This is an optimization exercise on Yosys and OpenROAD, whose aim is small area and a short achievable clock period, not a production implementation.
The RTL was checked by simulation tests, not by an equivalence proof against the original design.

==> run a: inputs <==
// Lorenz_Encryptor_Top
module Lorenz_Encryptor_Top (
    input wire clk,
    input wire rst,
    input wire [7:0]  s_axis_key_tdata,    
    input wire        s_axis_key_tvalid,   
    output wire       s_axis_key_tready,   
    output wire [7:0] m_axis_key_tdata,    
    output wire       m_axis_key_tvalid,   
    input wire        m_axis_key_tready,   
    input wire [7:0]  s_axis_pixel_tdata,   
    input wire        s_axis_pixel_tvalid,  
    output wire       s_axis_pixel_tready,  
    output wire [7:0] m_axis_pixel_tdata,   
    output wire       m_axis_pixel_tvalid,  
    input wire        m_axis_pixel_tready,  
    output wire done
);
    wire [7:0] key_data_out;
    wire key_valid_out;
    wire key_ready_in;
    Lorenz_axi lorenz_inst (
        .clk(clk),
        .rst(rst),
        .key_valid(s_axis_key_tvalid),    
        .key_in(s_axis_key_tdata),        
        .tdata(key_data_out),             
        .tvalid(key_valid_out),           
  ...
export LEC_CHECK = 0
export ABC_AREA = 1
export CAP_MARGIN = 20
export CORE_MARGIN = 2
export CORE_UTILIZATION = 40
export SLEW_MARGIN = 20
export SYNTH_HIERARCHICAL = 1
export SYNTH_MINIMUM_KEEP_SIZE = 0
create_clock -name core_clock -period 22.0 [get_ports {clk}]
standard.sh (not shown) runs the stock make flow with config.mk's settings and CLKGATE_MAP_FILE= SYNTH_SCRIPT=/design/flow/synth_recipe.tcl, a recipe that flattens the netlist after the stock synthesis.
==> flow/flow/run.sh <==
#!/bin/bash
# The standard layout (standard synthesis included), with the timing
# repair steps aiming at a setup slack of SETUP_SLACK_MARGIN ns instead of 0.
# The make output goes to flow_standard.log; each step's own log is under orfs/logs.
set -uo pipefail
bash standard.sh SETUP_SLACK_MARGIN=11.5 TNS_END_PERCENT=0 finish > flow_standard.log 2>&1
==> run b: changes against run a <==
==> flow/flow/run.sh (replaced) <==
#!/bin/bash
# The standard layout (standard synthesis included), with the timing
# repair steps aiming at a setup slack of SETUP_SLACK_MARGIN ns instead of 0.
# The make output goes to flow_standard.log; each step's own log is under orfs/logs.
set -uo pipefail
bash standard.sh SETUP_SLACK_MARGIN=10 TNS_END_PERCENT=10 finish > flow_standard.log 2>&1
==> run c: changes against run a <==
--- a/flow/config.mk
+++ b/flow/config.mk
@@ -8,7 +8,7 @@
 export ABC_AREA = 1
 export CAP_MARGIN = 20
 export CORE_MARGIN = 2
-export CORE_UTILIZATION = 40
+export CORE_UTILIZATION = 50
 export SLEW_MARGIN = 20
 export SYNTH_HIERARCHICAL = 1
 export SYNTH_MINIMUM_KEEP_SIZE = 0
==> run notes <==
| item | run c | run b | run a |
|---|---|---|---|
| Worst reg2reg startpoint | lorenz_inst.z[17]$_DFF_PP0_ | lorenz_inst.bone[9]$_DFF_PP0_ | lorenz_inst.x[27]$_DFF_PP0_ |
| Die outline area | 183,000 sq um | 228,000 sq um | 228,000 sq um |
| Inserted Clock Buffers | 36 | 35 | 35 |
| Largest stage delay on the critical path | 0.62 ns | 0.63 ns | 0.68 ns |
| Final clock skew | 0.0938 ns | 0.0513 ns | 0.0459 ns |
| Resized cells post-CTS | 655 | 295 | 610 |
| Area of the multi-input gates | 79,800 sq um | 79,500 sq um | 80,200 sq um |
| Ant. Diodes | 13 | 3 | 3 |
| Detailed route wirelength on metal2 | 146 mm | 147 mm | 151 mm |
| Final cycle utilization of the critical path | 0.530 | 0.542 | 0.528 |
| Share of cell area taken by flip-flops and latches | 0.0606 | 0.0609 | 0.0601 |
| Start point of the worst hold path | lorenz_inst.y[42]$_DFF_PP0_ | lorenz_inst.y[43]$_DFF_PP0_ | lorenz_inst.y[43]$_DFF_PP0_ |
| Detailed-route via count | 73,900 | 72,400 | 73,900 |
| Outcome | timing/DRC/antenna clean | timing/DRC/antenna clean | timing/DRC/antenna clean |
| Wire length of the first global-routing pass | 516 mm | 501 mm | 526 mm |
| Buffers plus inverters on the worst setup path | 8 | 4 | 5 |
| Final Util | 0.559 | 0.445 | 0.452 |
| CLK BUF | 45 | 49 | 43 |
| Via count of the first global-routing pass | 77,800 | 76,600 | 78,700 |

==> separate check: timing with driven ports <==
No port has a modelled driver above. Below, the same layouts with a new extraction and two added sets of constraints. Step 1 assumes that a clkbuf_16 drives the clock port and a buf_2 every other input. Step 2, shift: input delay + t, output delay - t, t = (earliest + latest rising clock arrival at the registers) / 2. This alone moves slack from input paths to output paths. Three values: no drivers, after step 1, after step 2; two values: the first two.
run | shift t [ns] | setup WS [ns] | hold slack, ns | worst setup path after step 2 | pins driven straight from the clock port
run a | 0.712 | 10.384 / 10.384 / 10.384 | 0.473 / 0.473 / 0.473 | register to register | 1
run b | 0.712 | 10.072 / 10.072 / 10.072 | 0.469 / 0.469 / 0.469 | register to register | 1
run c | 0.762 | 10.329 / 10.329 / 10.329 | 0.475 / 0.475 / 0.475 | register to register | 1
After both steps setup and hold are still met in every run listed.
